Source: an optimization exercise on an open RTL-to-GDS flow (aim: small area, a short achievable clock period and few clock cycles per item). Production flows keep margins and buffers that such runs may drop. In this exercise RTL edits were held to simulation tests only and were not proved equivalent to the original. Power figures rest on the tool's default switching activity, not on a simulated workload.

==> design/flow/config.mk <==
export PLATFORM = sky130hd
export DESIGN_NAME = calculator
export DESIGN_NICKNAME = calculator
export VERILOG_FILES = /design/flow/design.v
export SDC_FILE = /design/flow/constraint.sdc
export NUM_CORES = 4
export LEC_CHECK = 0
export ABC_AREA = 1
export CAP_MARGIN = 20
export CORE_MARGIN = 2
export CORE_UTILIZATION = 50
export SETUP_SLACK_MARGIN = 1.5
export SLEW_MARGIN = 20
==> design/flow/constraint.sdc <==
create_clock -name core_clock -period 4.0 [get_ports {clk}]
set_input_delay 0.8000 -clock core_clock [delete_from_list [all_inputs] [get_ports {clk}]]
set_output_delay 0.8000 -clock core_clock [all_outputs]
set_load 0.01 [all_outputs]
==> design/flow/design.v <==
module calculator(
    input  wire        clk,
    input  wire        rst_n,
    input  wire        start,
    input  wire [1:0]  op,
    input  wire [15:0] a,
    input  wire [15:0] b,
    output wire [15:0] result,
    output reg         overflow,
    output reg         done,
    output reg         error
);
reg  [15:0] X, Y, R;
reg  [4:0]  cnt;         
reg  [1:0]  opr;         
wire is_mul = (opr == 2'b10);
wire is_div = (opr == 2'b11);
wire subtr  = opr[0];
wire addsub = ~opr[1];
wire [16:0] A = {R, Y[15] & ~is_mul};
wire [17:0] T;
pfx_add #(.W(17)) u_add (.a(A), .b({subtr, X}), .ci(subtr), .s(T[16:0]), .co(T[17]));
wire        cy = T[17];                  
wire [15:0] v = {R[11:0], Y[15:12]};
wire [15:0] top_x;
genvar gi;
generate
    for (gi = 0; gi < 16; gi = gi + 1) begin : tx
        if (gi == 15) begin : t
            assign top_x[gi] = 1'b1;
        end else begin : n
            assign top_x[gi] = &X[15:gi+1];
        end
    end
endgenerate
wire cnt_ge4  = |cnt[4:2];
wire skip_mul = cnt_ge4 & is_mul & (Y[15:12] == 4'd0);
wire skip_div = cnt_ge4 & is_div & (R[15:12] == 4'd0) & ~|(v & top_x);
wire skip     = skip_mul | skip_div;
wire use_t = addsub | (is_mul & Y[15]) | (is_div & cy);
wire q     = is_div & cy;
wire [4:0] cnt_m1 = cnt - 5'd1;
wire [4:0] cnt_m4 = cnt - 5'd4;
wire last = skip ? (cnt == 5'd4) : (cnt == 5'd1);
wire busy = |cnt;
wire b_zero    = (b == 16'd0);
wire st_div    = (op == 2'b11);
wire st_addsub = ~op[1];
wire ov_as  = busy & addsub;
wire ov_m   = busy & is_mul;
wire a15    = R[14];
wire ov_next = (overflow & ~ov_as)
             | (ov_m & (R[15] | (skip_mul & |R[14:12])))
             | (ov_m & ~skip_mul & Y[15] & T[16])
             | (ov_as & (a15 == X[15]) & (T[15] ^ a15));
always @(posedge clk) begin
    opr <= op;
    if (start) begin
        X      <= op[0] ? ~b : b;
        Y      <= {st_addsub ? a[0] : a[15], a[14:0]};
        R      <= st_addsub ? {1'b0, a[15:1]} : 16'd0;
        error  <= st_div & b_zero;
        overflow <= 1'b0;
    end else begin
        if (skip) begin
            R <= {R[11:0], Y[15:12]};
            Y <= {Y[11:0], 4'd0};
        end else begin
            R <= use_t ? T[15:0] : {R[14:0], Y[15]};
            Y <= {Y[14:0], q};
        end
        overflow <= ov_next;
    end
end
always @(posedge clk or negedge rst_n) begin
    if (!rst_n) begin
        cnt  <= 5'd0;
        done <= 1'b0;
    end else if (start) begin
        cnt  <= (st_div & b_zero) ? 5'd0 : (st_addsub ? 5'd1 : 5'd16);
        done <= st_div & b_zero;
    end else begin
        cnt  <= ~busy ? 5'd0 : (skip ? cnt_m4 : cnt_m1);
        done <= busy & last;
    end
end
assign result = (is_div & ~error) ? Y : R;
endmodule
module pfx_add #(parameter W = 16) (
    input  wire [W-1:0] a,
    input  wire [W-1:0] b,
    input  wire         ci,
    output wire [W-1:0] s,
    output wire         co
);
    wire [W:0] g [0:5];
    wire [W:0] p [0:5];
    assign g[0] = {a & b, ci};
    assign p[0] = {a ^ b, 1'b0};
    genvar l, i;
    generate
        for (l = 0; l < 5; l = l + 1) begin : lvl
            for (i = 0; i <= W; i = i + 1) begin : bt
                if (i >= (1 << l)) begin : mg
                    assign g[l+1][i] = g[l][i] | (p[l][i] & g[l][i - (1 << l)]);
                    assign p[l+1][i] = p[l][i] & p[l][i - (1 << l)];
                end else begin : cp
                    assign g[l+1][i] = g[l][i];
                    assign p[l+1][i] = p[l][i];
                end
            end
        end
    endgenerate
    assign s  = p[0][W:1] ^ g[5][W-1:0];
    assign co = g[5][W];
endmodule
==> design/flow/flow/run.sh <==
#!/bin/bash
# Own layout flow: the standard ORFS layout (standard.sh), with the port
# buffers that global placement inserts made plain buffers
# (sky130_fd_sc_hd__buf_1) instead of the delay cell buffer_ports picks by
# default. Every input and output port still gets its own buffer.
# Full tool output goes to flow.log in the work folder; ORFS's per-step logs
# stay under orfs/logs/.
set -euo pipefail
cd "$(dirname "$0")/.."
bash standard.sh "BUFFER_PORTS_ARGS=-buffer_cell sky130_fd_sc_hd__buf_1" finish > flow.log 2>&1
==> design/flow/standard.sh <==
#!/bin/bash
# synth_recipe.tcl (not shown) runs the flow's synth.tcl, then flattens the netlist and writes it again
# the make line also repeats each setting of config.mk as NAME=value (left out here)
make -C /OpenROAD-flow-scripts/flow DESIGN_CONFIG=/design/flow/config.mk WORK_HOME=/design/flow/orfs CLKGATE_MAP_FILE= SYNTH_SCRIPT=/design/flow/synth_recipe.tcl "${@:-finish}"
==> impl_metrics.py, run 1 <==
metrics = {
    "worst_setup_path": {
        "path_cells": "nand2_2, or2_4, o21ai_1, buf_1",
        "cp_num_cells": 4,
        "cp.required_ns": 3.20,
        "cp-end-kind": "primary output",
        "critPathMaxFanout": 16,
        "crit_path_max_incr_delay_ns": 0.39,
        "critPathTopFamily": "simple AND/OR/NAND/NOR gates",
        "path_class": "reg2out",
        "rr_worst_depth": 12,
        "slowest_stage": "dfxtp_2",
        "crit_arrival_ns": 1.63,
        "startpoint_type": "flop",
        "cp_num_buf_inv": 1,
    },
    "synthesis": {
        "synth_area_leaders": "nand2_1 (17%), dfxtp_1 (16%), edfxtp_1 (12%)",
        "synth_common_cells": "nand2_1 (195), inv_1 (69), nand3_1 (69), nor2_1 (47), a21oi_1 (41)",
        "seq_area_frac_synth_pct": 31.66,
        "synth_top_area_cell": "nand2_1",
        "synth.top_cell.area_share_pct": 17.03,
        "synth.cell_area_um2": 4299,
        "synthFlopType": "dfxtp_1",
        "synthArstFlopShare_pct": 10.34,
        "yosysMostFrequentCell": "nand2_1",
        "synth_seq_cells": 58,
        "synth-edff-count": 17,
        "ys_types": 40,
        "synth_area_per_cell_um2": 6.665,
        "syn_nets": 706,
        "netlist_instances": 645,
        "synth_warnings": 2,
    },
    "layout": {
        "final-seq-area_um2": 1364,
        "multiInputGateArea_um2": 2545,
        "nets": 755,
        "n_fill_cell": 871,
        "finalInstanceArea_um2": 4790,
        "syn2layout_area_growth_pct": 11.41,
        "fin_util_pct": 58.00,
        "n_antenna_cell": 0,
        "drive_above_1_share_pct": 6.295,
    },
    "placement": {
        "dpl_cell_area_um2": 4523,
        "gp_congestion": 0.9150,
        "hpwl_um": 9553,
        "preCtsSetupSlack_ns": 1.562,
        "portBuffers": 55,
    },
    "worst_hold_path": {
        "hold_class": "in2async",
    },
    "grt": {
        "grt_first_pass_wirelength_um": 20110,
        "antenna_found_initial": 0,
        "grt_overflow": 0,
        "first_global_vias": 4052,
        "gr-usage-all-layers_pct": 26.70,
        "grt_max_degree": 47,
    },
    "sta": {
        "worst_pin_slew_ns": 0.9388,
        "max_freq_ghz": 0.4109,
        "hold_viol": 0,
        "min_period_ns": 2.434,
        "whs_ns": 0.3035,
        "skew_ns": 0.01248,
        "slew_headroom_pct": 37.41,
        "post-route-period-util_pct": 60.84,
        "drv_slew": 0,
        "setup_viol": 0,
        "setup_slack_ns": 1.566,
        "rsz0062_at_grt": "yes",
        "fin_tns_setup_ns": 0,
    },
    "clock_tree": {
        "cts_root_buf": "clkbuf_8",
        "insertion_delay_ns": 0.34,
        "clk_pin_slew_ns": 0.08,
        "htreeDepth": 3,
        "clock-sinks": 58,
        "cts_tree": "done",
        "cts_made_buffers": 9,
        "clk_path_buf_depth": 2,
    },
    "power_and_ir_drop": {
        "powerDensity_nw_per_um2": 624.0,
        "ir_worst_vdd_mv": 0.2918,
        "p_leak_nw": 2.319,
    },
    "floorplan": {
        "coreArea_um2": 8258,
        "initial_core_util_pct": 52.06,
        "row_count": 33,
        "die_area_um2": 9356,
        "io_pins": 56,
        "die_w_um": 96.73,
        "die_y_um": 96.73,
    },
    "run_status": {
        "status": "finished clean",
    },
    "drt": {
        "first_pass_iters": 5,
        "initialDrtViolationCount": 267,
        "vias": 4325,
        "viasPerCell": 5.379,
        "final_antenna_net_count": 0,
        "wl_um": 12780,
        "route.detailed.drc": 0,
        "wire_per_inst_um": 15.89,
    },
    "flow_run": {
        "cap_violations": 0,
    },
}
timing repair:
item                                    4_1_cts  5_1_grt
gates resized for setup                       4       13
setup buffers                                 0        1
cloned                                        0        2
endpoints found under the setup margin       16       52
hold buffers                                  0        0
pin swaps                                     0        1
routing by layer:
| metal | wire length (um) | vias to the layer above | GRT usage (%) |
|---|---|---|---|
| met3 | 844 | 22 | 5.130 |
| met1 | 5780 | 1954 | 36.64 |
| met2 | 5872 | 149 | 42.31 |
| met5 | 0 | - | 0 |
| li1 | - | 2200 | - |
| met4 | 281 | 0 | 8.992 |
sequential cells by signal, summed over array words and instances, names as in the netlist:
| name | count |
|---|---|
| overflow | 1 |
| R | 16 |
| X | 16 |
| error | 1 |
| Y | 16 |
| cnt | 5 |
| done | 1 |
| opr | 2 |
power by group:
part           leakage, nW  switching [mW]  internal (mW)  total, mW
logic                 1.67           0.976          0.527       1.50
clock network        0.110           0.261          0.317      0.578
registers            0.537           0.163          0.744      0.908
logic make-up after synthesis:
group           Yosys count  share of synthesized area [%]
simple gates            337                          33.21
compound gates          104                          13.01
buf+inv                  96                          9.662
flops                    58                          31.66
xor+xnor                 26                          5.297
fa+ha+maj                24                          7.160
stage by stage:
step	instances	power, mW
floorplan	645	1.956
global placement	785	2.355
detailed placement	785	2.370
CTS	801	2.952
global route	804	3.230
finish	804	2.989
final cells by class:
cell class	count	share of cell area, %
clock buffer	13	3.997
sequential	58	28.47
tap	105	2.743
timing repair buffer	60	5.381
clock inverter	3	0.3918
inverter	72	5.721
multi-input combinational	492	53.13
timing repair inverter	1	0.1567
layout by cell type (no fill, tap or decap), drive strengths merged, types with 4 or more instances in the layout:
cell	netlist	layout
nand3	70	70
nand2	200	200
dfrtp	6	6
xor2	25	25
ha	23	23
o21ai	51	51
dfxtp	35	35
nor2	50	50
o22ai	4	4
nor3	8	8
a21oi	42	42
clkbuf	12	14
edfxtp	17	17
buf	12	59
inv	72	71
path summary, 6_finish.rpt:
kind,startpoint,to,slack [ns]
worst max-delay path,opr[0]$_DFF_P_,result[14],1.57
worst min register to register,Y[4]$_DFF_P_,Y[5]$_DFF_P_,0.50
worst max register to register,cnt[2]$_DFF_PN0_,Y[2]$_DFF_P_,1.66
min in group core_clock,Y[4]$_DFF_P_,Y[5]$_DFF_P_,0.50
worst min-delay path,rst_n,cnt[2]$_DFF_PN0_,0.30
max in group asynchronous,rst_n,cnt[4]$_DFF_PN0_,3.46
Testbench counts, summed over its fixed seeds: cycles 20,242, ops 3,200.
==> run 2, diff against run 1 <==
--- a/design/flow/config.mk
+++ b/design/flow/config.mk
@@ -5,9 +5,9 @@
 export SDC_FILE = /design/flow/constraint.sdc
 export NUM_CORES = 4
 export LEC_CHECK = 0
-export ABC_AREA = 1
+export ABC_CLOCK_PERIOD_IN_PS = 1500
 export CAP_MARGIN = 20
 export CORE_MARGIN = 2
-export CORE_UTILIZATION = 50
+export CORE_UTILIZATION = 40
 export SETUP_SLACK_MARGIN = 1.5
 export SLEW_MARGIN = 20
==> run 2 against run 1 <==
Net effect:
- still clean on timing, DRC and antenna
- critical path depth up 11
- sequential share of layout area decreased by 0.17 points
- critical endpoint is now R[14]$_DFF_P_
- synthesized cell count is 29% lower
- setup slack worse by 0.036 ns
- maximum frequency shrank 1.4%
- routed wire length down 10%
- die area rose by 16%
- highest routed layer unchanged
- flip-flop and latch count is the same
- register-to-register slack got worse by 0.13 ns
- clock power decreased by 13%
- non-clock buffer count increased by 20
==> impl_metrics.py, run 2 <==
metrics = {
    "power_and_ir_drop": {
        "p_sw_share_pct": 43.72,
        "internal_power_mw": 1.678,
        "ir_worst_vdd_mv": 0.2379,
        "pwr-share-clk_pct": 16.9,
        "switchingPower_mw": 1.303,
        "p_leak_nw": 2.001,
        "p_comb_share_pct": 52.1,
        "powerDensity_nw_per_um2": 613.1,
        "seq_power_share_pct": 31.0,
    },
    "synthesis": {
        "ys_types": 65,
        "synthArstFlopShare_pct": 10.34,
        "synth.cell_area_um2": 4013,
        "synth_area_leaders": "dfxtp_1 (17%), edfxtp_1 (13%), ha_1 (7.2%)",
        "synth_area_per_cell_um2": 8.704,
        "syn_nets": 522,
        "synthFlopType": "dfxtp_1",
        "synth_top_area_cell": "dfxtp_1",
        "netlist_instances": 461,
        "seq_area_frac_synth_pct": 33.93,
        "synth.top_cell.area_share_pct": 17.46,
        "synth_common_cells": "nand2_1 (47), a21oi_1 (41), o21ai_0 (40), dfxtp_1 (35), nor2_1 (28)",
        "yosysMostFrequentCell": "nand2_1",
        "synth_warnings": 2,
        "synth_seq_cells": 58,
        "synth-edff-count": 17,
    },
    "sta": {
        "drv_slew": 0,
        "max_freq_ghz": 0.4050,
        "worst_pin_slew_ns": 0.8370,
        "fin_tns_setup_ns": 0,
        "hold_viol": 0,
        "setup_viol": 0,
        "post-route-period-util_pct": 61.73,
        "min_period_ns": 2.469,
        "slew_headroom_pct": 43.77,
        "rsz0062_at_grt": "yes",
        "skew_ns": 0.007465,
    },
    "floorplan": {
        "coreArea_um2": 9774,
        "initial_core_util_pct": 41.05,
        "die_y_um": 104.2,
        "row_count": 36,
        "die_area_um2": 10850,
        "die_w_um": 104.2,
        "io_pins": 56,
    },
    "drt": {
        "wl_met2_um": 5449,
        "highest_layer": "met4",
        "vias": 3698,
        "final_antenna_net_count": 0,
        "initialDrtViolationCount": 258,
        "wl_um": 11470,
        "wire_per_inst_um": 17.14,
        "viasPerCell": 5.528,
        "route.detailed.drc": 0,
        "met1_length_um": 5194,
        "first_pass_iters": 4,
        "wl_met3_um": 580,
    },
    "layout": {
        "fin_cells": 669,
        "fin_util_pct": 49.74,
        "mostFrequentLayoutCell": "buf_1",
        "mostFrequentLayoutCells": "buf_1 (54), nand2_1 (45), a21oi_1 (40)",
        "n_antenna_cell": 0,
        "drive_above_1_share_pct": 20.34,
        "finalInstanceArea_um2": 4862,
        "n_fill_cell": 957,
        "nets": 592,
        "syn2layout_area_growth_pct": 21.17,
        "reg_top3": "R: 16 flops, X: 16 flops, Y: 16 flops",
    },
    "worst_setup_path": {
        "cp-end-kind": "flop",
        "crit_arrival_ns": 2.71,
        "cp.required_ns": 4.25,
        "startpoint_type": "flop",
        "path_class": "reg2reg",
        "critPathMaxFanout": 4,
    },
    "run_status": {
        "status": "finished clean",
    },
    "grt": {
        "gr-usage-all-layers_pct": 21.14,
        "first_global_vias": 3545,
        "grt_overflow": 0,
        "grt_first_pass_wirelength_um": 18150,
        "antenna_found_initial": 0,
        "grt_max_degree": 27,
    },
    "clock_tree": {
        "clk_path_buf_depth": 2,
        "insertion_delay_ns": 0.36,
        "cts_tree": "done",
        "htreeDepth": 3,
        "cts_root_buf": "clkbuf_8",
        "cts_made_buffers": 9,
        "clk_pin_slew_ns": 0.07,
        "clock-sinks": 58,
    },
    "placement": {
        "gp_congestion": 0.9770,
        "place_inst": 631,
        "dpl_cell_area_um2": 4309,
        "hpwl_um": 8226,
        "portBuffers": 55,
    },
    "flow_run": {
        "cap_violations": 0,
    },
    "worst_hold_path": {
        "hold_class": "in2async",
    },
}
==> run 2: worst paths after layout <==
kind                             startpoint          endpoint  slack [ns]  cells after the start
max                          opr[0]$_DFF_P_     R[14]$_DFF_P_        1.53                     15
min                                   rst_n    done$_DFF_PN0_        0.32                      1
max reg2reg                  opr[0]$_DFF_P_     R[14]$_DFF_P_        1.53                     15
min reg2reg                cnt[4]$_DFF_PN0_    done$_DFF_PN0_        0.47                      1
max in group asynchronous             rst_n  cnt[4]$_DFF_PN0_        3.40                      1
min in group core_clock    cnt[4]$_DFF_PN0_    done$_DFF_PN0_        0.47                      1
==> run 2: cells by family (layout without fill, tap and decap cells) <==
logic type               Yosys count  count (layout)  share of synthesized area [%]
AO/OA/AOI/OAI                    137             138                          21.36
buffers and inverters             43             116                          4.926
adder cells (fa/ha/maj)           24              24                          7.671
AND/OR/NAND/NOR                  137             138                          17.15
multiplexers                      29              29                          7.764
XOR/XNOR                          33              33                          7.203
flip-flops                        58              58                          33.93
==> run 2: through the flow <==
step	hold slack [ns]	setup slack (ns)	power, mW
2_1_floorplan	0.4409	1.549	1.909
6_report	0.3223	1.531	2.981
3_5_place_dp	0.4631	1.007	2.275
5_1_grt	0.3405	1.428	3.184
3_3_place_gp	0.4470	1.079	2.266
4_1_cts	0.3334	1.506	2.853
==> run 2: area by class of cell <==
cell class              count  area, um2  share of cell area, %
flip-flops and latches     58       1376                  28.31
clock buffers              10      137.6                  2.831
inverters                  20      82.58                  1.698
repair buffers             80      411.6                  8.466
clock inverters             6      40.04                 0.8235
multi-input cells         362       2648                  54.45
well taps                 133      166.4                  3.423
==> run 2: power groups by stage <==
stage	clock [mW]	sequential, mW	combinational, mW
2_1_floorplan	0	0.849	1.06
3_3_place_gp	0	0.925	1.34
3_5_place_dp	0	0.926	1.35
4_1_cts	0.509	0.918	1.43
5_1_grt	0.538	0.938	1.71
6_report	0.505	0.924	1.55
==> run 2: critical path, stage by stage (launching register included) <==
cell      delay, ns
dfxtp_4        0.37
inv_6          0.07
nand2_8        0.06
nand2_4        0.09
inv_4          0.04
ha_4           0.22
a21o_1         0.18
a41oi_2        0.22
nand3_2        0.17
buf_4          0.17
buf_4          0.12
nand4_1        0.10
nand3_1        0.12
nand3b_1       0.11
a21oi_1        0.07
a221o_1        0.25
==> run 2: what timing repair did <==
action                                  4_1_cts  5_1_grt
buffers inserted                              7       13
endpoints found under the setup margin       45       30
pin swaps                                     9       15
gates resized for setup                      29       28
gates cloned                                  2        0
hold buffers                                  0        0
==> run 2: metal layers <==
metal / vias up / GRT usage (%)
met5: - / 0
met1: 1747 / 28.07
li1: 1814 / -
met3: 24 / 3.759
met2: 113 / 34.59
met4: 0 / 7.432
==> run 3, diff against run 2 <==
==> design/flow/config.mk (replaced) <==
export PLATFORM = sky130hd
export DESIGN_NAME = calculator
export DESIGN_NICKNAME = calculator
export VERILOG_FILES = /design/flow/design.v
export SDC_FILE = /design/flow/constraint.sdc
export NUM_CORES = 4
export LEC_CHECK = 0
export ABC_AREA = 1
export CAP_MARGIN = 20
export CORE_MARGIN = 2
export CORE_UTILIZATION = 50
export SETUP_SLACK_MARGIN = 1.6
export SLEW_MARGIN = 20
==> run 3 against run 2 <==
Net effect:
- worst hold slack got worse by 0.026 ns
- flip-flop and latch count unchanged
- synthesized cell count rose by 40%
- die area is 14% lower
- critical path depth is 12 lower
- largest cell class unchanged
- clock skew increased by 0.0064 ns
- register-to-register slack improved by 0.22 ns
- sequential power down 2%
- maximum frequency is 2.8% higher
==> impl_metrics.py, run 3 <==
metrics = {
    "clock_tree": {
        "clock-sinks": 58,
        "cts_tree": "done",
        "htreeDepth": 3,
        "insertion_delay_ns": 0.35,
        "clk_pin_slew_ns": 0.08,
        "clk_path_buf_depth": 2,
        "cts_root_buf": "clkbuf_8",
        "cts_made_buffers": 9,
    },
    "drt": {
        "route.detailed.drc": 0,
        "wl_um": 13420,
        "first_pass_iters": 5,
        "vias": 4477,
        "initialDrtViolationCount": 343,
        "final_antenna_net_count": 0,
        "viasPerCell": 5.534,
        "wire_per_inst_um": 16.58,
    },
    "layout": {
        "n_fill_cell": 855,
        "multiInputGateArea_um2": 2599,
        "drive_above_1_share_pct": 8.381,
        "finalInstanceArea_um2": 4906,
        "mostFrequentLayoutCells": "nand2_1 (193), inv_1 (68), nand3_1 (68)",
        "fin_util_pct": 59.41,
        "final-seq-area_um2": 1364,
        "n_antenna_cell": 0,
        "syn2layout_area_growth_pct": 14.12,
        "nets": 760,
        "reg_top3": "R: 16 flops, X: 16 flops, Y: 16 flops",
        "mostFrequentLayoutCell": "nand2_1",
    },
    "synthesis": {
        "synth_top_area_cell": "nand2_1",
        "synth.top_cell.area_share_pct": 17.03,
        "synth-edff-count": 17,
        "synth_warnings": 2,
        "synth_area_per_cell_um2": 6.665,
        "ys_types": 40,
        "synthArstFlopShare_pct": 10.34,
        "synth_seq_cells": 58,
        "synthFlopType": "dfxtp_1",
        "synth_common_cells": "nand2_1 (195), inv_1 (69), nand3_1 (69), nor2_1 (47), a21oi_1 (41)",
        "yosysMostFrequentCell": "nand2_1",
        "synth_area_leaders": "nand2_1 (17%), dfxtp_1 (16%), edfxtp_1 (12%)",
        "netlist_instances": 645,
        "seq_area_frac_synth_pct": 31.66,
        "syn_nets": 706,
        "synth.cell_area_um2": 4299,
    },
    "floorplan": {
        "coreArea_um2": 8258,
        "initial_core_util_pct": 52.06,
        "die_area_um2": 9356,
        "die_w_um": 96.73,
        "io_pins": 56,
        "row_count": 33,
        "die_y_um": 96.73,
    },
    "sta": {
        "setup_viol": 0,
        "fin_tns_setup_ns": 0,
        "skew_ns": 0.01382,
        "hold_viol": 0,
        "worst_pin_slew_ns": 1.052,
        "min_period_ns": 2.403,
        "post-route-period-util_pct": 60.07,
        "slew_headroom_pct": 29.84,
        "max_freq_ghz": 0.4162,
        "drv_slew": 0,
        "setup_slack_ns": 1.597,
        "rsz0062_at_grt": "yes",
    },
    "worst_setup_path": {
        "slowest_stage": "edfxtp_1",
        "path_cells": "or2_4, o21ai_1, clkbuf_2",
        "cp-end-kind": "primary output",
        "crit_path_max_incr_delay_ns": 0.51,
        "cp.required_ns": 3.20,
        "path_class": "reg2out",
        "crit_arrival_ns": 1.60,
        "startpoint_type": "flop",
        "critPathMaxFanout": 8,
    },
    "placement": {
        "dpl_cell_area_um2": 4523,
        "portBuffers": 55,
        "hpwl_um": 9553,
        "preCtsSetupSlack_ns": 1.562,
        "gp_congestion": 0.9150,
    },
    "power_and_ir_drop": {
        "switchingPower_mw": 1.433,
        "internal_power_mw": 1.615,
        "p_leak_nw": 2.353,
        "pwr-share-clk_pct": 19.2,
        "ir_worst_vdd_mv": 0.3018,
        "p_sw_share_pct": 47.02,
        "p_comb_share_pct": 51.0,
        "seq_power_share_pct": 29.8,
        "powerDensity_nw_per_um2": 621.4,
    },
    "grt": {
        "gr-usage-all-layers_pct": 27.65,
        "antenna_found_initial": 0,
        "grt_first_pass_wirelength_um": 20720,
        "grt_overflow": 0,
        "grt_util_met3_pct": 4.480,
        "met2_usage_pct": 43.80,
        "grt_most_used_layer": "met2",
        "grt.met1_usage_pct": 38.59,
        "first_global_vias": 4090,
        "grt_max_degree": 47,
    },
    "run_status": {
        "status": "finished clean",
    },
    "flow_run": {
        "cap_violations": 0,
    },
    "worst_hold_path": {
        "hold_class": "in2async",
    },
}
[run 3: kinds of logic (layout without fill, tap and decap cells)]
family          Yosys count  in the layout  synth area share (%)
flops                    58             58                 31.66
compound gates          104            104                 13.01
fa+ha+maj                24             24                 7.160
xor+xnor                 26             26                 5.297
buf+inv                  96            152                 9.662
simple gates            337            340                 33.21
[run 3: worst paths after layout]
kind                                           end  cells after the start        startpoint  slack (ns)
min in group core_clock               Y[5]$_DFF_P_                      2      Y[4]$_DFF_P_        0.49
worst max register to register        Y[2]$_DFF_P_                     12  cnt[2]$_DFF_PN0_        1.75
worst max-delay path                    result[14]                      3   error$_DFFE_PP_        1.60
max in group asynchronous       cnt[1]$_DFFE_PN0P_                      1             rst_n        3.46
worst min-delay path              cnt[2]$_DFF_PN0_                      1             rst_n        0.30
worst min register to register        Y[5]$_DFF_P_                      2      Y[4]$_DFF_P_        0.49
[run 3: cell type report]
class                   count  share of cell area, %
clock inverters             3                 0.3826
repair buffers             61                  6.223
multi-input cells         494                  52.97
inverters                  72                  5.585
flip-flops and latches     58                  27.80
repair inverters            3                 0.4591
well taps                 105                  2.678
clock buffers              13                  3.902
[run 3: what timing repair did]
item	CTS	global route
cloned	3	5
pin swaps	1	5
hold buffers	0	0
resized for setup	13	24
endpoints found under the setup margin	36	51
buffers inserted	0	0
[run 3: metal layers]
layer / vias up / part of all wire [%]
met5: - / 0
met4: 0 / 2.7
met3: 29 / 8.0
met2: 198 / 45
met1: 2038 / 44
li1: 2212 / -
[run 3: stage by stage]
stage	instances	total power, mW	hold slack [ns]
floorplan	645	1.956	0.4530
global route	809	3.284	0.3270
finish	809	3.048	0.2960
CTS	804	2.967	0.3021
detailed placement	785	2.370	0.4819
global placement	785	2.355	0.4770
[run 3: worst max-delay path: cells and delay by family (launching register included)]
family	cells	cell delay, ns
flip-flops	1	0.51
AND/OR/NAND/NOR	1	0.36
AO/OA/AOI/OAI	1	0.22
buffers and inverters	1	0.17
[run 3: power by group through the flow]
stage | registers [mW] | logic (mW) | clock network, mW
5_1_grt | 0.921 | 1.75 | 0.609
3_5_place_dp | 0.916 | 1.45 | 0
6_report | 0.909 | 1.56 | 0.584
3_3_place_gp | 0.915 | 1.44 | 0
2_1_floorplan | 0.846 | 1.11 | 0
4_1_cts | 0.904 | 1.48 | 0.583
==> run 4, diff against run 3 <==
--- a/design/flow/design.v
+++ b/design/flow/design.v
@@ -13,6 +13,7 @@
 reg  [15:0] X, Y, R;
 reg  [4:0]  cnt;         
 reg  [1:0]  opr;         
+reg         sel_q;       
 wire is_mul = (opr == 2'b10);
 wire is_div = (opr == 2'b11);
 wire subtr  = opr[0];
@@ -60,6 +61,7 @@
         Y      <= {st_addsub ? a[0] : a[15], a[14:0]};
         R      <= st_addsub ? {1'b0, a[15:1]} : 16'd0;
         error  <= st_div & b_zero;
+        sel_q  <= st_div & ~b_zero;
         overflow <= 1'b0;
     end else begin
         if (skip) begin
@@ -84,7 +86,7 @@
         done <= busy & last;
     end
 end
-assign result = (is_div & ~error) ? Y : R;
+assign result = sel_q ? Y : R;
 endmodule
 module pfx_add #(parameter W = 16) (
     input  wire [W-1:0] a,
==> run 4 against run 3 <==
Net effect:
- still clean
- clock skew down 0.0055 ns
- non-clock buffer count up 6
- worst hold slack better by 0.022 ns
- maximum frequency up 7.0%
- area after synthesis up 0.64%
- via count up 1.7%
==> impl_metrics.py, run 4 <==
metrics = {
    "run_status": {
        "status": "finished clean",
    },
    "drt": {
        "wl_met3_um": 835,
        "met1_length_um": 5823,
        "wl_met2_um": 5978,
        "first_pass_iters": 5,
        "final_antenna_net_count": 0,
        "initialDrtViolationCount": 387,
        "viasPerCell": 5.498,
        "wl_um": 12960,
        "route.detailed.drc": 0,
        "wire_per_inst_um": 15.65,
        "vias": 4552,
        "highest_layer": "met4",
    },
    "synthesis": {
        "synthFlopType": "dfxtp_1",
        "synth_common_cells": "nand2_1 (232), nand3_1 (81), inv_1 (71), a21oi_1 (40), nor2_1 (36)",
        "seq_area_frac_synth_pct": 32.16,
        "synth_area_leaders": "nand2_1 (20%), dfxtp_1 (16%), edfxtp_1 (12%)",
        "synth-edff-count": 18,
        "synth.cell_area_um2": 4327,
        "netlist_instances": 661,
        "synth_warnings": 2,
        "synth_seq_cells": 59,
        "synthArstFlopShare_pct": 10.17,
        "yosysMostFrequentCell": "nand2_1",
        "synth_area_per_cell_um2": 6.546,
        "synth_top_area_cell": "nand2_1",
        "syn_nets": 722,
        "synth.top_cell.area_share_pct": 20.13,
        "ys_types": 36,
    },
    "layout": {
        "mostFrequentLayoutCells": "nand2_1 (229), nand3_1 (80), inv_1 (70)",
        "drive_above_1_share_pct": 7.746,
        "mostFrequentLayoutCell": "nand2_1",
        "syn2layout_area_growth_pct": 14.89,
        "nets": 779,
        "reg_top3": "R: 16 flops, X: 16 flops, Y: 16 flops",
        "n_antenna_cell": 0,
        "n_fill_cell": 841,
    },
    "placement": {
        "gp_congestion": 0.9305,
        "portBuffers": 55,
        "hpwl_um": 9756,
    },
    "worst_setup_path": {
        "cp.required_ns": 4.28,
        "critPathMaxFanout": 18,
        "rr_startpoint": "X[10]$_DFFE_PP_",
        "slowest_stage": "edfxtp_1",
        "startpoint": "X[10]$_DFFE_PP_",
        "cp-end-kind": "flop",
        "path_cells": "ha_4, nand2_1, inv_1, nand3_1, nor3_1, nand2_1, nand2_2, nand2_8, nand2_8, nand2_1, nand3_1, nand2_1, nand2_1",
        "startpoint_type": "flop",
        "cpMostUsedCell": "nand2_1",
        "crit_path_max_incr_delay_ns": 0.50,
        "crit_arrival_ns": 2.53,
        "rrSetupSlack_ns": 1.76,
        "path_class": "reg2reg",
    },
    "clock_tree": {
        "htreeDepth": 3,
        "insertion_delay_ns": 0.34,
        "hold_buffers": 0,
        "cts_tree": "done",
        "clk_path_buf_depth": 2,
        "clk_pin_slew_ns": 0.07,
        "clock-sinks": 59,
        "cts_root_buf": "clkbuf_8",
        "cts_made_buffers": 9,
    },
    "power_and_ir_drop": {
        "seq_power_share_pct": 29.8,
        "pwr-share-clk_pct": 19.4,
        "p_leak_nw": 2.481,
        "power.total_mw": 3.039,
        "ir_worst_vdd_mv": 0.2600,
        "internal_power_mw": 1.656,
        "p_comb_share_pct": 50.8,
        "powerDensity_nw_per_um2": 611.3,
        "switchingPower_mw": 1.383,
        "p_sw_share_pct": 45.50,
    },
    "floorplan": {
        "die_y_um": 97.03,
        "die_area_um2": 9414,
        "coreArea_um2": 8299,
        "initial_core_util_pct": 52.13,
        "die_w_um": 97.03,
        "io_pins": 56,
        "row_count": 33,
    },
    "sta": {
        "hold_viol": 0,
        "setup_viol": 0,
        "skew_ns": 0.008319,
        "drv_slew": 0,
        "post-route-period-util_pct": 56.12,
        "min_period_ns": 2.245,
        "max_freq_ghz": 0.4455,
        "rsz0062_at_grt": "no",
        "fin_tns_setup_ns": 0,
        "whs_ns": 0.3179,
        "worst_pin_slew_ns": 0.9084,
        "slew_headroom_pct": 39.43,
    },
    "grt": {
        "grt_overflow": 0,
        "gr-usage-all-layers_pct": 27.64,
        "grt_max_degree": 40,
        "antenna_found_initial": 0,
        "grt_first_pass_wirelength_um": 20930,
        "first_global_vias": 4351,
    },
    "flow_run": {
        "cap_violations": 0,
    },
    "worst_hold_path": {
        "hold_class": "in2async",
    },
}
-- run 4: layer usage --
layer  vias up  track usage (%)
met4         0            10.62
met1      2088            37.19
met2       181            44.76
li1       2253                -
met5         -                0
met3        30            4.263
-- run 4: final cells by class --
type	count	area [um2]	area share [%]
flip-flops and latches	59	1394	28.04
inverters	73	274.0	5.512
clock inverters	6	81.33	1.636
multi-input cells	508	2661	53.54
clock buffers	10	127.6	2.567
well taps	105	131.4	2.643
repair buffers	67	301.5	6.066
-- run 4: worst max-delay path: cells and delay by family, from the launching register on --
| family | cells | cell delay, ns |
|---|---|---|
| fa+ha+maj | 1 | 0.34 |
| flops | 1 | 0.50 |
| buf+inv | 1 | 0.08 |
| simple gates | 11 | 1.25 |
-- run 4: logic make-up after synthesis --
kind of cell             after synthesis  share of synthesized area, %
AND/OR/NAND/NOR                      375                         36.58
buffers and inverters                 95                         8.820
AO/OA/AOI/OAI                         81                         9.861
flip-flops                            59                         32.16
XOR/XNOR                              27                         5.466
adder cells (fa/ha/maj)               24                         7.114
-- run 4: stage by stage --
stage               util, %  std cells  worst slack (ns)  cell area (um2)
floorplan                 -        661             1.983             4327
global placement      55.19        802             1.571             4581
detailed placement    55.19        802             1.525             4581
CTS                   58.06        821             1.618             4818
global route          59.90        828             1.591             4971
finish                59.90        828             1.755             4971
-- run 4: timing repair --
item	in CTS	in global routing
gates cloned	0	1
buffers inserted	3	5
gates resized for setup	2	18
pin swaps	0	3
setup endpoints to repair	48	35
-- run 4: final timing paths --
kind,end,cells after the start
max in group asynchronous,cnt[4]$_DFF_PN0_,1
worst max register to register,R[14]$_DFF_P_,13
worst min-delay path,cnt[2]$_DFF_PN0_,1
worst max-delay path,R[14]$_DFF_P_,13
min in group core_clock,Y[3]$_DFF_P_,2
worst min register to register,Y[3]$_DFF_P_,2
-- run 4: power groups by stage --
stage / Combinational, mW / Clock [mW] / Sequential [mW]
3_3_place_gp: 1.42 / 0 / 0.912
5_1_grt: 1.75 / 0.629 / 0.919
3_5_place_dp: 1.43 / 0 / 0.914
6_report: 1.54 / 0.590 / 0.905
2_1_floorplan: 1.09 / 0 / 0.848
4_1_cts: 1.45 / 0.601 / 0.896
Testbench counts of run 4, summed over its fixed seeds: cycles 20,242, ops 3,200.
==> run 5, diff against run 4 <==
--- a/design/flow/config.mk
+++ b/design/flow/config.mk
@@ -9,5 +9,6 @@
 export CAP_MARGIN = 20
 export CORE_MARGIN = 2
 export CORE_UTILIZATION = 50
+export PLACE_DENSITY = 0.75
 export SETUP_SLACK_MARGIN = 1.6
 export SLEW_MARGIN = 20
==> run 5 against run 4 <==
Net effect:
- still clean
- setup slack got worse by 0.067 ns
- combinational power increased by 3%
- final area increased by 1.5%
- sequential share of layout area decreased by 0.40 points
- final cell count increased by 0.72%
- die area unchanged
- maximum frequency decreased by 2.9%
- critical path type unchanged
- critical endpoint is now done$_DFF_PN0_
==> impl_metrics.py, run 5 <==
metrics = {
    "synthesis": {
        "ys_types": 36,
        "synth-edff-count": 18,
        "synthArstFlopShare_pct": 10.17,
        "netlist_instances": 661,
        "seq_area_frac_synth_pct": 32.16,
        "synth_warnings": 2,
        "synth_seq_cells": 59,
        "synth.cell_area_um2": 4327,
        "yosysMostFrequentCell": "nand2_1",
        "synth_top_area_cell": "nand2_1",
        "synth.top_cell.area_share_pct": 20.13,
        "syn_nets": 722,
        "synth_common_cells": "nand2_1 (232), nand3_1 (81), inv_1 (71), a21oi_1 (40), nor2_1 (36)",
        "synth_area_per_cell_um2": 6.546,
        "synth_area_leaders": "nand2_1 (20%), dfxtp_1 (16%), edfxtp_1 (12%)",
        "synthFlopType": "dfxtp_1",
    },
    "drt": {
        "wire_per_inst_um": 15.51,
        "vias": 4652,
        "initialDrtViolationCount": 443,
        "route.detailed.drc": 0,
        "first_pass_iters": 7,
        "final_antenna_net_count": 0,
        "wl_um": 12940,
        "viasPerCell": 5.578,
    },
    "clock_tree": {
        "cts_tree": "done",
        "htreeDepth": 3,
        "insertion_delay_ns": 0.36,
        "cts_made_buffers": 9,
        "clk_path_buf_depth": 2,
        "cts_root_buf": "clkbuf_8",
        "clock-sinks": 59,
        "clk_pin_slew_ns": 0.08,
    },
    "worst_setup_path": {
        "cp.required_ns": 4.25,
        "startpoint_type": "flop",
        "cp-end-kind": "flop",
        "rrSetupSlack_ns": 1.69,
        "slowest_stage": "dfrtp_1",
        "r2r-end": "done$_DFF_PN0_",
        "crit_path_max_incr_delay_ns": 0.39,
        "path_cells": "inv_1, ha_2, ha_1, inv_1, nand3_1, nor2_2, o2111ai_1, nor2_2, nand2_4, nand2_4, nand2_1, nand3b_1, nand2_1",
        "rr_startpoint": "cnt[2]$_DFF_PN0_",
        "rr_worst_depth": 13,
        "crit_arrival_ns": 2.56,
        "startpoint": "cnt[2]$_DFF_PN0_",
        "path_class": "reg2reg",
        "critPathMaxFanout": 9,
    },
    "placement": {
        "gp_congestion": 0.9736,
        "dpl_cell_area_um2": 4581,
        "hpwl_um": 9398,
        "portBuffers": 55,
        "place_inst": 802,
    },
    "sta": {
        "rsz0062_at_grt": "no",
        "min_period_ns": 2.312,
        "max_freq_ghz": 0.4326,
        "setup_viol": 0,
        "hold_viol": 0,
        "slew_headroom_pct": 42.60,
        "fin_tns_setup_ns": 0,
        "worst_pin_slew_ns": 0.8609,
        "drv_slew": 0,
        "post-route-period-util_pct": 57.80,
        "skew_ns": 0.008511,
    },
    "flow_run": {
        "cap_violations": 0,
    },
    "layout": {
        "n_fill_cell": 772,
        "mostFrequentLayoutCell": "nand2_1",
        "syn2layout_area_growth_pct": 16.57,
        "fin_cells": 834,
        "drive_above_1_share_pct": 9.191,
        "reg_top3": "R: 16 flops, X: 16 flops, Y: 16 flops",
        "mostFrequentLayoutCells": "nand2_1 (230), nand3_1 (80), inv_1 (70)",
        "nets": 785,
        "finalInstanceArea_um2": 5044,
        "n_antenna_cell": 0,
    },
    "power_and_ir_drop": {
        "p_leak_nw": 2.516,
        "powerDensity_nw_per_um2": 603.6,
        "ir_worst_vdd_mv": 0.3514,
    },
    "floorplan": {
        "row_count": 33,
        "coreArea_um2": 8299,
        "initial_core_util_pct": 52.13,
        "die_y_um": 97.03,
        "die_area_um2": 9414,
        "io_pins": 56,
        "die_w_um": 97.03,
    },
    "run_status": {
        "status": "finished clean",
    },
    "grt": {
        "grt.met1_usage_pct": 35.48,
        "met2_usage_pct": 40.92,
        "grt_overflow": 0,
        "grt_max_degree": 46,
        "first_global_vias": 4267,
        "grt_first_pass_wirelength_um": 20090,
        "grt_util_met3_pct": 5.564,
        "antenna_found_initial": 0,
        "gr-usage-all-layers_pct": 26.32,
        "grt_most_used_layer": "met2",
    },
    "worst_hold_path": {
        "hold_class": "in2async",
    },
}
==> run 5: cell counts after synthesis <==
Identical to the previous run, type by type.
==> run 5: timing repair <==
action | CTS | global route
resized for setup | 5 | 22
setup buffers | 2 | 11
hold buffers | 0 | 0
endpoints found under the setup margin | 51 | 39
pin swaps | 0 | 5
gates cloned | 0 | 3
==> run 5: final cells by class <==
cell class	count	area [um2]	share of cell area, %
Inverter	73	274.0	5.433
Timing Repair Buffer	71	344.1	6.822
Sequential cell	59	1394	27.64
Clock buffer	9	123.9	2.456
Multi-Input combinational cell	510	2701	53.56
Tap cell	105	131.4	2.605
Clock inverter	7	75.07	1.488
==> run 5: logic make-up (layout without fill, tap and decap cells) <==
| family | Yosys count | after routing | share of synthesized area, % |
|---|---|---|---|
| and+or+nand+nor | 375 | 378 | 36.58 |
| DFF | 59 | 59 | 32.16 |
| AOI/OAI and AO/OA | 81 | 81 | 9.861 |
| buffers and inverters | 95 | 160 | 8.820 |
| adders and majority gates | 24 | 24 | 7.114 |
| xor gates and xnor gates | 27 | 27 | 5.466 |
==> run 5: critical path, delay by kind of cell (launching register included) <==
family / cells / cell delay, ns
flip-flops: 1 / 0.39
AO/OA/AOI/OAI: 1 / 0.14
AND/OR/NAND/NOR: 8 / 1.12
buffers and inverters: 2 / 0.16
adder cells (fa/ha/maj): 2 / 0.38
==> run 5: worst max path at each step <==
| stage | endpoint | slack [ns] |
|---|---|---|
| CTS | R[13]$_DFF_P_ | 1.64 |
| detailed placement | Y[0]$_DFF_P_ | 1.51 |
| finish | done$_DFF_PN0_ | 1.69 |
| global route | Y[4]$_DFF_P_ | 1.55 |
| floorplan | R[10]$_DFF_P_ | 1.98 |
| global placement | Y[5]$_DFF_P_ | 1.60 |
==> run 5: metrics by stage <==
| stage | hold WS [ns] | setup slack [ns] | util (%) | power, mW |
|---|---|---|---|---|
| floorplan | 0.4781 | 1.983 | - | 1.936 |
| global placement | 0.5322 | 1.604 | 55.19 | 2.306 |
| detailed placement | 0.5364 | 1.506 | 55.19 | 2.329 |
| CTS | 0.2928 | 1.635 | 58.16 | 2.905 |
| global route | 0.3247 | 1.552 | 60.77 | 3.262 |
| finish | 0.2957 | 1.688 | 60.77 | 3.044 |
==> run 5: per-layer routing <==
layer / share of wire, % / routed length, um
met2: 45 / 5853
met3: 10 / 1317
met1: 42 / 5428
met5: 0 / 0
met4: 2.6 / 338
==> run 5: power breakdown <==
part	switching, mW	internal, mW	total (mW)
Combinational	1.01	0.567	1.58
Sequential	0.149	0.755	0.904
Clock	0.271	0.292	0.563
Total	1.43	1.61	3.04
==> run 6, diff against run 5 <==
--- a/design/flow/config.mk
+++ b/design/flow/config.mk
@@ -9,6 +9,6 @@
 export CAP_MARGIN = 20
 export CORE_MARGIN = 2
 export CORE_UTILIZATION = 50
-export PLACE_DENSITY = 0.75
 export SETUP_SLACK_MARGIN = 1.6
 export SLEW_MARGIN = 20
+export TNS_END_PERCENT = 10
==> run 6 against run 5 <==
Net effect:
- via count shrank 4.0%
- critical endpoint is now R[14]$_DFF_P_
- area after synthesis is the same
- die area is the same
- sequential power is essentially flat
- final area shrank 2.7%
- highest routed layer unchanged
- worst hold slack gained 0.023 ns
- critical path type unchanged
- final cell count shrank 1.2%
- synthesized cell count is the same
- routed wire length shrank 2.3%
==> impl_metrics.py, run 6 <==
metrics = {
    "drt": {
        "initialDrtViolationCount": 320,
        "first_pass_iters": 5,
        "vias": 4466,
        "final_antenna_net_count": 0,
        "highest_layer": "met4",
        "wl_met2_um": 5924,
        "route.detailed.drc": 0,
        "wl_um": 12640,
        "met1_length_um": 5648,
        "viasPerCell": 5.420,
        "wire_per_inst_um": 15.34,
        "wl_met3_um": 818,
    },
    "floorplan": {
        "initial_core_util_pct": 52.13,
        "io_pins": 56,
        "die_area_um2": 9414,
        "die_y_um": 97.03,
        "row_count": 33,
        "coreArea_um2": 8299,
        "die_w_um": 97.03,
    },
    "layout": {
        "syn2layout_area_growth_pct": 13.39,
        "mostFrequentLayoutCells": "nand2_1 (230), nand3_1 (80), inv_1 (71)",
        "mostFrequentLayoutCell": "nand2_1",
        "n_antenna_cell": 0,
        "reg_top3": "R: 16 flops, X: 16 flops, Y: 16 flops",
        "nets": 775,
        "finalInstanceArea_um2": 4906,
        "drive_above_1_share_pct": 6.537,
        "fin_util_pct": 59.11,
    },
    "sta": {
        "setup_slack_ns": 1.769,
        "min_period_ns": 2.231,
        "drv_slew": 0,
        "hold_viol": 0,
        "fin_tns_setup_ns": 0,
        "max_freq_ghz": 0.4483,
        "skew_ns": 0.008377,
        "worst_pin_slew_ns": 0.8883,
        "post-route-period-util_pct": 55.77,
        "setup_viol": 0,
        "slew_headroom_pct": 40.78,
        "rsz0062_at_grt": "yes",
    },
    "run_status": {
        "status": "finished clean",
    },
    "synthesis": {
        "synth_simple_gate_area_share_pct": 36.58,
        "synth_top_family_by_area": "simple AND/OR/NAND/NOR gates",
        "synthMuxAreaShare_pct": 0,
        "synth-edff-count": 18,
        "yosysMostFrequentCell": "nand2_1",
        "netlist_instances": 661,
        "synth.top_cell.area_share_pct": 20.13,
        "synthXorXnorAreaFrac_pct": 5.466,
        "ys_types": 36,
        "synth_adder_area_share_pct": 7.114,
        "synth_area_per_cell_um2": 6.546,
        "synthArstFlopShare_pct": 10.17,
        "synth_warnings": 2,
        "synth_top_area_cell": "nand2_1",
        "synth_seq_cells": 59,
        "synth.cell_area_um2": 4327,
        "synthFlopType": "dfxtp_1",
        "synth_area_leaders": "nand2_1 (20%), dfxtp_1 (16%), edfxtp_1 (12%)",
        "synth_common_cells": "nand2_1 (232), nand3_1 (81), inv_1 (71), a21oi_1 (40), nor2_1 (36)",
        "syn_nets": 722,
        "seq_area_frac_synth_pct": 32.16,
        "synth-compound-area-share_pct": 9.861,
    },
    "worst_setup_path": {
        "cp.required_ns": 4.23,
        "cp-end-kind": "flop",
        "path_cells": "ha_1, a21oi_1, nand2_1, nand2_1, nand3_2, nand2_1, nand2_2, nand2_8, nand2_8, nand2_1, nand3_1, nand2_1, nand2_1",
        "path_class": "reg2reg",
        "slowest_stage": "edfxtp_1",
        "crit_arrival_ns": 2.46,
        "cpMostUsedCell": "nand2_1",
        "crit_path_max_incr_delay_ns": 0.44,
        "startpoint_type": "flop",
        "critPathMaxFanout": 18,
    },
    "worst_hold_path": {
        "hold_class": "in2async",
    },
    "grt": {
        "gr-usage-all-layers_pct": 27.58,
        "grt_first_pass_wirelength_um": 20920,
        "grt_overflow": 0,
        "grt_max_degree": 40,
        "first_global_vias": 4342,
        "antenna_found_initial": 0,
    },
    "placement": {
        "dpl_cell_area_um2": 4581,
        "preCtsSetupSlack_ns": 1.525,
        "hpwl_um": 9756,
        "gp_congestion": 0.9305,
        "portBuffers": 55,
    },
    "power_and_ir_drop": {
        "powerDensity_nw_per_um2": 610.5,
        "power.total_mw": 2.995,
        "p_leak_nw": 2.460,
        "ir_worst_vdd_mv": 0.2601,
    },
    "clock_tree": {
        "clk_path_buf_depth": 2,
        "htreeDepth": 3,
        "clk_pin_slew_ns": 0.07,
        "hold_buffers": 0,
        "clock-sinks": 59,
        "insertion_delay_ns": 0.34,
        "cts_made_buffers": 9,
        "cts_tree": "done",
        "cts_root_buf": "clkbuf_8",
    },
    "flow_run": {
        "cap_violations": 0,
    },
}
-- run 6: repair_timing --
| item | 4_1_cts | 5_1_grt |
|---|---|---|
| buffers inserted | 3 | 2 |
| hold endpoints to repair | 0 | 0 |
| pin swaps | 0 | 3 |
| gates resized for setup | 0 | 15 |
| setup endpoints to repair | 48 | 38 |
-- run 6: report_power, final --
| part | switching (mW) | internal (mW) |
|---|---|---|
| registers | 0.145 | 0.756 |
| clock network | 0.242 | 0.347 |
| logic | 0.973 | 0.533 |
| total | 1.36 | 1.64 |
-- run 6: through the flow --
stage | std cells | hold slack, ns
CTS | 821 | 0.3128
floorplan | 661 | 0.4781
global route | 824 | 0.3352
global placement | 802 | 0.5007
detailed placement | 802 | 0.5062
finish | 824 | 0.3189
-- run 6: cell type report --
class                      count  area, um2
multi-input combinational    507       2619
timing repair buffer          64      279.0
sequential                    59       1394
inverter                      73      274.0
fill                         852       3393
tap                          105      131.4
clock inverter                 6      81.33
clock buffer                  10      127.6
-- run 6: cell families (layout without fill, tap and decap cells) --
logic type / after synthesis / count (layout)
and+or+nand+nor: 375 / 375
buffers and inverters: 95 / 153
AOI/OAI and AO/OA: 81 / 81
DFF: 59 / 59
xor gates and xnor gates: 27 / 27
adders and majority gates: 24 / 24
-- run 6: final timing paths --
| kind | from | to | slack, ns | cells after the start |
|---|---|---|---|---|
| min in group core_clock | Y[2]$_DFF_P_ | Y[3]$_DFF_P_ | 0.51 | 2 |
| worst max-delay path | X[4]$_DFFE_PP_ | R[14]$_DFF_P_ | 1.77 | 13 |
| max in group asynchronous | rst_n | cnt[4]$_DFF_PN0_ | 3.45 | 1 |
| worst min-delay path | rst_n | cnt[2]$_DFF_PN0_ | 0.32 | 1 |
| worst min register to register | Y[2]$_DFF_P_ | Y[3]$_DFF_P_ | 0.51 | 2 |
| worst max register to register | X[4]$_DFFE_PP_ | R[14]$_DFF_P_ | 1.77 | 13 |
-- run 6: routing by layer --
layer  track usage (%)  up-vias
met5                 0        -
met4             9.534        0
met3             4.480       20
met2             44.98      172
met1             37.15     2031
li1                  -     2243
-- run 6: critical path, delay by kind of cell (launching register included) --
kind,cells,cell delay [ns]
AOI/OAI and AO/OA,1,0.25
DFF,1,0.44
adders and majority gates,1,0.37
and+or+nand+nor,11,1.05
==> run 7, diff against run 6 <==
--- a/design/flow/config.mk
+++ b/design/flow/config.mk
@@ -9,6 +9,6 @@
 export CAP_MARGIN = 20
 export CORE_MARGIN = 2
 export CORE_UTILIZATION = 50
+export GPL_ROUTABILITY_DRIVEN = 0
 export SETUP_SLACK_MARGIN = 1.6
 export SLEW_MARGIN = 20
-export TNS_END_PERCENT = 10
==> run 7 against run 6 <==
Net effect:
- still clean
- clock power decreased by 9.8%
- global-route usage increased by 0.11 points
- combinational power increased by 3%
- core utilization increased by 1.1 points
- setup slack got worse by 0.026 ns
- maximum frequency decreased by 1.1%
- sequential share of layout area decreased by 0.41 points
- clock-buffer cell count unchanged
- largest cell class unchanged
- largest power group unchanged
==> impl_metrics.py, run 7 <==
metrics = {
    "layout": {
        "reg_top3": "R: 16 flops, X: 16 flops, Y: 16 flops",
        "n_antenna_cell": 0,
        "mostFrequentLayoutCells": "nand2_1 (229), nand3_1 (80), inv_1 (71)",
        "syn2layout_area_growth_pct": 15.44,
        "multiInputGateArea_um2": 2689,
        "final-seq-area_um2": 1399,
        "drive_above_1_share_pct": 8.253,
        "n_fill_cell": 867,
        "nets": 783,
        "mostFrequentLayoutCell": "nand2_1",
    },
    "synthesis": {
        "synth.top_cell.area_share_pct": 20.13,
        "synthArstFlopShare_pct": 10.17,
        "seq_area_frac_synth_pct": 32.16,
        "synth_top_area_cell": "nand2_1",
        "synth_area_per_cell_um2": 6.546,
        "netlist_instances": 661,
        "synth-edff-count": 18,
        "yosysMostFrequentCell": "nand2_1",
        "synthFlopType": "dfxtp_1",
        "synth_area_leaders": "nand2_1 (20%), dfxtp_1 (16%), edfxtp_1 (12%)",
        "synth.cell_area_um2": 4327,
        "syn_nets": 722,
        "synth_seq_cells": 59,
        "ys_types": 36,
        "synth_common_cells": "nand2_1 (232), nand3_1 (81), inv_1 (71), a21oi_1 (40), nor2_1 (36)",
        "synth_warnings": 2,
    },
    "worst_setup_path": {
        "crit_arrival_ns": 2.55,
        "cp-end-kind": "flop",
        "critPathTopFamily": "simple AND/OR/NAND/NOR gates",
        "rr_worst_depth": 16,
        "critPathMaxFanout": 10,
        "cp.required_ns": 4.29,
        "slowest_stage": "fa_2",
        "cp_num_buf_inv": 3,
        "cpMostUsedCell": "nand2_1",
        "startpoint_type": "flop",
        "path_class": "reg2reg",
        "rrSetupSlack_ns": 1.74,
        "rr_startpoint": "opr[1]$_DFF_P_",
        "r2r-end": "R[0]$_DFF_P_",
        "crit_path_max_incr_delay_ns": 0.37,
        "path_cells": "inv_1, nor2_1, nor2_1, inv_1, fa_2, inv_1, nand3_1, nand3_2, nand2_1, nand2_4, nand2_8, nand2_8, nand2_1, nand3_1, nand2_1, nand2_1",
    },
    "sta": {
        "skew_ns": 0.01006,
        "drv_slew": 0,
        "whs_ns": 0.3148,
        "post-route-period-util_pct": 56.41,
        "worst_pin_slew_ns": 1.105,
        "max_freq_ghz": 0.4432,
        "min_period_ns": 2.256,
        "setup_viol": 0,
        "fin_tns_setup_ns": 0,
        "hold_viol": 0,
        "rsz0062_at_grt": "no",
        "slew_headroom_pct": 26.31,
    },
    "clock_tree": {
        "cts_made_buffers": 9,
        "hold_buffers": 0,
        "cts_root_buf": "clkbuf_8",
        "clk_path_buf_depth": 2,
        "clk_pin_slew_ns": 0.07,
        "clock-sinks": 59,
        "insertion_delay_ns": 0.34,
        "htreeDepth": 3,
        "cts_tree": "done",
    },
    "flow_run": {
        "cap_violations": 0,
    },
    "drt": {
        "vias": 4551,
        "wl_um": 13240,
        "viasPerCell": 5.470,
        "first_pass_iters": 8,
        "initialDrtViolationCount": 372,
        "route.detailed.drc": 0,
        "final_antenna_net_count": 0,
        "wire_per_inst_um": 15.92,
    },
    "floorplan": {
        "die_w_um": 97.03,
        "die_y_um": 97.03,
        "coreArea_um2": 8299,
        "die_area_um2": 9414,
        "row_count": 33,
        "initial_core_util_pct": 52.13,
        "io_pins": 56,
    },
    "power_and_ir_drop": {
        "p_leak_nw": 2.502,
        "power.total_mw": 2.984,
        "ir_worst_vdd_mv": 0.3059,
        "powerDensity_nw_per_um2": 597.4,
    },
    "grt": {
        "grt_overflow": 0,
        "first_global_vias": 4254,
        "grt_max_degree": 40,
        "antenna_found_initial": 0,
        "grt_first_pass_wirelength_um": 20990,
        "gr-usage-all-layers_pct": 27.69,
    },
    "run_status": {
        "status": "finished clean",
    },
    "worst_hold_path": {
        "hold_class": "in2async",
    },
    "placement": {
        "portBuffers": 55,
        "hpwl_um": 9805,
    },
}
-- run 7: cell count changes in the layout (fill, tap and decap cells not counted), moves of 2 or more --
cell / change
dfxtp_4: +2
a21oi_1: -2
buf_4: +5
a21oi_2: +2
dfxtp_2: -2
nand2_4: +3
clkinv_2: +2
-- run 7: layout make-up --
cell class | instances | share of cell area [%]
Timing Repair Buffer | 69 | 6.338
Clock buffer | 10 | 2.555
Clock inverter | 6 | 1.152
Tap cell | 105 | 2.630
Multi-Input combinational cell | 510 | 53.83
Inverter | 73 | 5.486
Sequential cell | 59 | 28.01
-- run 7: power by group --
part	internal, mW	total [mW]	switching, mW
Clock	0.283	0.531	0.247
Sequential	0.756	0.903	0.147
Combinational	0.547	1.55	1.00
-- run 7: worst max path at each step --
stage                     start                to  slack, ns  cells after the start
3_3_place_gp   cnt[2]$_DFF_PN0_     R[13]$_DFF_P_       1.58                     13
5_1_grt          X[8]$_DFFE_PP_      R[4]$_DFF_P_       1.58                     13
2_1_floorplan     Y[15]$_DFF_P_     R[10]$_DFF_P_       1.98                     15
3_5_place_dp   cnt[2]$_DFF_PN0_  cnt[4]$_DFF_PN0_       1.52                     13
6_report         opr[1]$_DFF_P_      R[0]$_DFF_P_       1.74                     16
4_1_cts          X[8]$_DFFE_PP_     R[10]$_DFF_P_       1.65                     13
-- run 7: kinds of logic after synthesis --
family	Yosys count	share of synthesized area, %
AO/OA/AOI/OAI	81	9.861
flip-flops	59	32.16
buffers and inverters	95	8.820
XOR/XNOR	27	5.466
adder cells (fa/ha/maj)	24	7.114
AND/OR/NAND/NOR	375	36.58
-- run 7: worst register-to-register path, stage by stage, from the launching register on --
cell     delay [ns]
dfxtp_1        0.32
inv_1          0.10
nor2_1         0.08
nor2_1         0.16
inv_1          0.08
fa_2           0.37
inv_1          0.08
nand3_1        0.11
nand3_2        0.13
nand2_1        0.10
nand2_4        0.15
nand2_8        0.12
nand2_8        0.11
nand2_1        0.07
nand3_1        0.09
nand2_1        0.09
nand2_1        0.06
-- run 7: repair_timing --
action / in CTS / in global routing
buffers inserted: 3 / 7
gates cloned: 0 / 3
pin swaps: 0 / 6
resized for setup: 3 / 20
setup endpoints to repair: 46 / 35
-- run 7: per-layer routing --
metal / GRT usage [%] / wire length (um)
met3: 4.408 / 1109
met1: 36.94 / 5688
met4: 8.559 / 223
met5: 0 / 0
met2: 46.10 / 6223
-- run 7: through the flow --
stage	std cells	instance area [um2]	util (%)	setup WS [ns]
finish	832	4995	60.18	1.744
global route	832	4995	60.18	1.576
CTS	821	4796	57.79	1.646
detailed placement	802	4581	55.19	1.518
global placement	802	4581	55.19	1.581
floorplan	661	4327	-	1.983
==> run 8, diff against run 7 <==
--- a/design/flow/config.mk
+++ b/design/flow/config.mk
@@ -9,6 +9,5 @@
 export CAP_MARGIN = 20
 export CORE_MARGIN = 2
 export CORE_UTILIZATION = 50
-export GPL_ROUTABILITY_DRIVEN = 0
-export SETUP_SLACK_MARGIN = 1.6
+export SETUP_SLACK_MARGIN = 1.75
 export SLEW_MARGIN = 20
==> run 8 against run 7 <==
Net effect:
- sequential power grew 2%
- combinational power is 8% higher
- total power grew 7.0%
- sequential share of layout area shrank 1.3 points
- global-route usage about the same
- largest power group unchanged
==> impl_metrics.py, run 8 <==
metrics = {
    "layout": {
        "finalInstanceArea_um2": 5248,
        "n_fill_cell": 801,
        "syn2layout_area_growth_pct": 21.28,
        "multiInputGateArea_um2": 2838,
        "nets": 796,
        "drive_above_1_share_pct": 12.97,
        "n_antenna_cell": 0,
        "mostFrequentLayoutCells": "nand2_1 (227), nand3_1 (79), inv_1 (66)",
        "final-seq-area_um2": 1403,
        "fin_cells": 845,
        "mostFrequentLayoutCell": "nand2_1",
        "reg_top3": "R: 16 flops, X: 16 flops, Y: 16 flops",
        "fin_util_pct": 63.23,
    },
    "synthesis": {
        "synthArstFlopShare_pct": 10.17,
        "synth_adder_area_share_pct": 7.114,
        "synth_seq_cells": 59,
        "synth_top_area_cell": "nand2_1",
        "syn_nets": 722,
        "synth_warnings": 2,
        "synthMuxAreaShare_pct": 0,
        "synth-edff-count": 18,
        "synthFlopType": "dfxtp_1",
        "ys_types": 36,
        "synth.top_cell.area_share_pct": 20.13,
        "synth_simple_gate_area_share_pct": 36.58,
        "synth_area_leaders": "nand2_1 (20%), dfxtp_1 (16%), edfxtp_1 (12%)",
        "synth-compound-area-share_pct": 9.861,
        "synthXorXnorAreaFrac_pct": 5.466,
        "synth.cell_area_um2": 4327,
        "synth_top_family_by_area": "simple AND/OR/NAND/NOR gates",
        "yosysMostFrequentCell": "nand2_1",
        "seq_area_frac_synth_pct": 32.16,
        "synth_area_per_cell_um2": 6.546,
        "synth_common_cells": "nand2_1 (232), nand3_1 (81), inv_1 (71), a21oi_1 (40), nor2_1 (36)",
        "netlist_instances": 661,
    },
    "worst_hold_path": {
        "hold_class": "in2async",
    },
    "floorplan": {
        "die_y_um": 97.03,
        "die_w_um": 97.03,
        "die_area_um2": 9414,
        "coreArea_um2": 8299,
        "io_pins": 56,
        "initial_core_util_pct": 52.13,
        "row_count": 33,
    },
    "worst_setup_path": {
        "path_class": "reg2out",
        "critPathMaxFanout": 16,
        "cp_num_buf_inv": 2,
        "startpoint_type": "flop",
        "crit_path_max_incr_delay_ns": 0.44,
        "critPathTopFamily": "flip-flops",
        "crit_arrival_ns": 1.37,
        "path_cells": "buf_4, o21ai_0, buf_1",
        "slowest_stage": "edfxtp_1",
        "cp.required_ns": 3.20,
        "cp-end-kind": "primary output",
    },
    "drt": {
        "final_antenna_net_count": 0,
        "route.detailed.drc": 0,
        "wire_per_inst_um": 16.30,
        "first_pass_iters": 5,
        "initialDrtViolationCount": 382,
        "vias": 4692,
        "viasPerCell": 5.553,
        "wl_um": 13780,
    },
    "placement": {
        "hpwl_um": 9756,
        "place_inst": 802,
        "gp_congestion": 0.9305,
        "dpl_cell_area_um2": 4581,
        "portBuffers": 55,
    },
    "grt": {
        "grt_max_degree": 40,
        "first_global_vias": 4372,
        "grt_overflow": 0,
        "grt_first_pass_wirelength_um": 20930,
        "gr-usage-all-layers_pct": 27.64,
        "antenna_found_initial": 0,
    },
    "flow_run": {
        "cap_violations": 0,
    },
    "clock_tree": {
        "clk_pin_slew_ns": 0.07,
        "insertion_delay_ns": 0.35,
        "htreeDepth": 3,
        "cts_root_buf": "clkbuf_8",
        "hold_buffers": 0,
        "cts_tree": "done",
        "clock-sinks": 59,
        "cts_made_buffers": 9,
        "clk_path_buf_depth": 2,
    },
    "power_and_ir_drop": {
        "internal_power_mw": 1.734,
        "p_leak_nw": 2.585,
        "ir_worst_vdd_mv": 0.2651,
        "power.total_mw": 3.194,
        "seq_power_share_pct": 28.8,
        "powerDensity_nw_per_um2": 608.6,
        "p_sw_share_pct": 45.71,
        "switchingPower_mw": 1.460,
        "p_comb_share_pct": 52.7,
        "pwr-share-clk_pct": 18.5,
    },
    "sta": {
        "hold_viol": 0,
        "drv_slew": 0,
        "worst_pin_slew_ns": 1.007,
        "post-route-period-util_pct": 54.26,
        "rsz0062_at_grt": "yes",
        "skew_ns": 0.01065,
        "slew_headroom_pct": 32.88,
        "fin_tns_setup_ns": 0,
        "min_period_ns": 2.170,
        "max_freq_ghz": 0.4608,
        "setup_viol": 0,
    },
    "run_status": {
        "status": "finished clean",
    },
}
run 8: final timing paths:
check | start | endpoint | slack [ns] | depth (start not counted)
worst max-delay path | sel_q$_DFFE_PP_ | result[8] | 1.83 | 3
max in group asynchronous | rst_n | cnt[4]$_DFF_PN0_ | 3.45 | 1
min in group core_clock | Y[2]$_DFF_P_ | Y[3]$_DFF_P_ | 0.52 | 2
worst max register to register | X[14]$_DFFE_PP_ | R[11]$_DFF_P_ | 1.83 | 11
worst min-delay path | rst_n | cnt[2]$_DFF_PN0_ | 0.32 | 1
worst min register to register | Y[2]$_DFF_P_ | Y[3]$_DFF_P_ | 0.52 | 2
run 8: power groups by stage:
stage,sequential (mW),combinational [mW],clock [mW]
final,0.919,1.68,0.591
after global routing,0.933,1.89,0.629
after CTS,0.896,1.46,0.601
after detailed placement,0.914,1.43,0
after global placement,0.912,1.42,0
after floorplan,0.848,1.09,0
run 8: logic make-up (layout without fill, tap and decap cells):
family,Yosys count,count (layout)
fa+ha+maj,24,24
flops,59,59
compound gates,81,81
simple gates,375,381
xor+xnor,27,27
buf+inv,95,168
run 8: final cells by class:
class | count | area share, %
multi-input combinational | 513 | 54.08
sequential | 59 | 26.73
timing repair buffer | 79 | 7.487
inverter | 73 | 5.222
tap | 105 | 2.504
clock buffer | 10 | 2.432
clock inverter | 6 | 1.550
run 8: per-layer routing:
metal	vias to the layer above	share of wire, %	track usage, %
met2	187	46	44.66
met4	0	2.8	11.05
li1	2295	-	-
met5	-	0	0
met3	30	7.1	4.408
met1	2180	44	37.01
run 8: through the flow:
stage	hold WS (ns)	setup WS (ns)
after detailed placement	0.5062	1.525
after global placement	0.5007	1.571
after floorplan	0.4781	1.983
after global routing	0.3342	1.730
after CTS	0.3128	1.752
final	0.3165	1.830
run 8: timing repair:
item / in CTS / in global routing
resized for setup: 10 / 45
setup buffers: 3 / 16
pin swaps: 0 / 16
gates cloned: 0 / 7
endpoints found under the setup margin: 51 / 40

[re-timing with driven ports]
No port has a modelled driver above. Below, the same layouts with a new extraction and two added sets of constraints. Step 1, drivers: a clkbuf_16 drives clk and a buf_2 each remaining input, both assumed. Step 2 times the ports against the registers' clock, not the clock port: input delays grow and output delays shrink by t, the midpoint of the rising clock arrivals with the driver on. a / b / c = ideal ports / drivers / drivers and shift; a / b = the first two.
| run | t (ns) | setup slack, ns | worst hold slack (ns) | pins driven straight from the clock port |
|---|---|---|---|---|
| run 1 | 0.374 | 1.566 / 1.531 / 1.604 | 0.303 / 0.289 / 0.495 | 1 |
| run 2 | 0.388 | 1.531 / 1.526 / 1.531 | 0.322 / 0.312 / 0.465 | 1 |
| run 3 | 0.381 | 1.597 / 1.561 / 1.565 | 0.296 / 0.281 / 0.494 | 1 |
| run 4 | 0.371 | 1.755 / 1.755 / 1.585 | 0.318 / 0.307 / 0.516 | 1 |
| run 5 | 0.388 | 1.688 / 1.688 / 1.688 | 0.296 / 0.283 / 0.552 | 1 |
| run 6 | 0.367 | 1.769 / 1.757 / 1.580 | 0.319 / 0.308 / 0.511 | 1 |
| run 7 | 0.372 | 1.744 / 1.714 / 1.615 | 0.315 / 0.304 / 0.529 | 1 |
| run 8 | 0.373 | 1.830 / 1.797 / 1.594 | 0.317 / 0.305 / 0.517 | 1 |
After both steps every run listed still meets setup and hold. The setup slack of run 8, which loses most, moves by -0.033 ns with the drivers and by -0.236 ns with both steps.
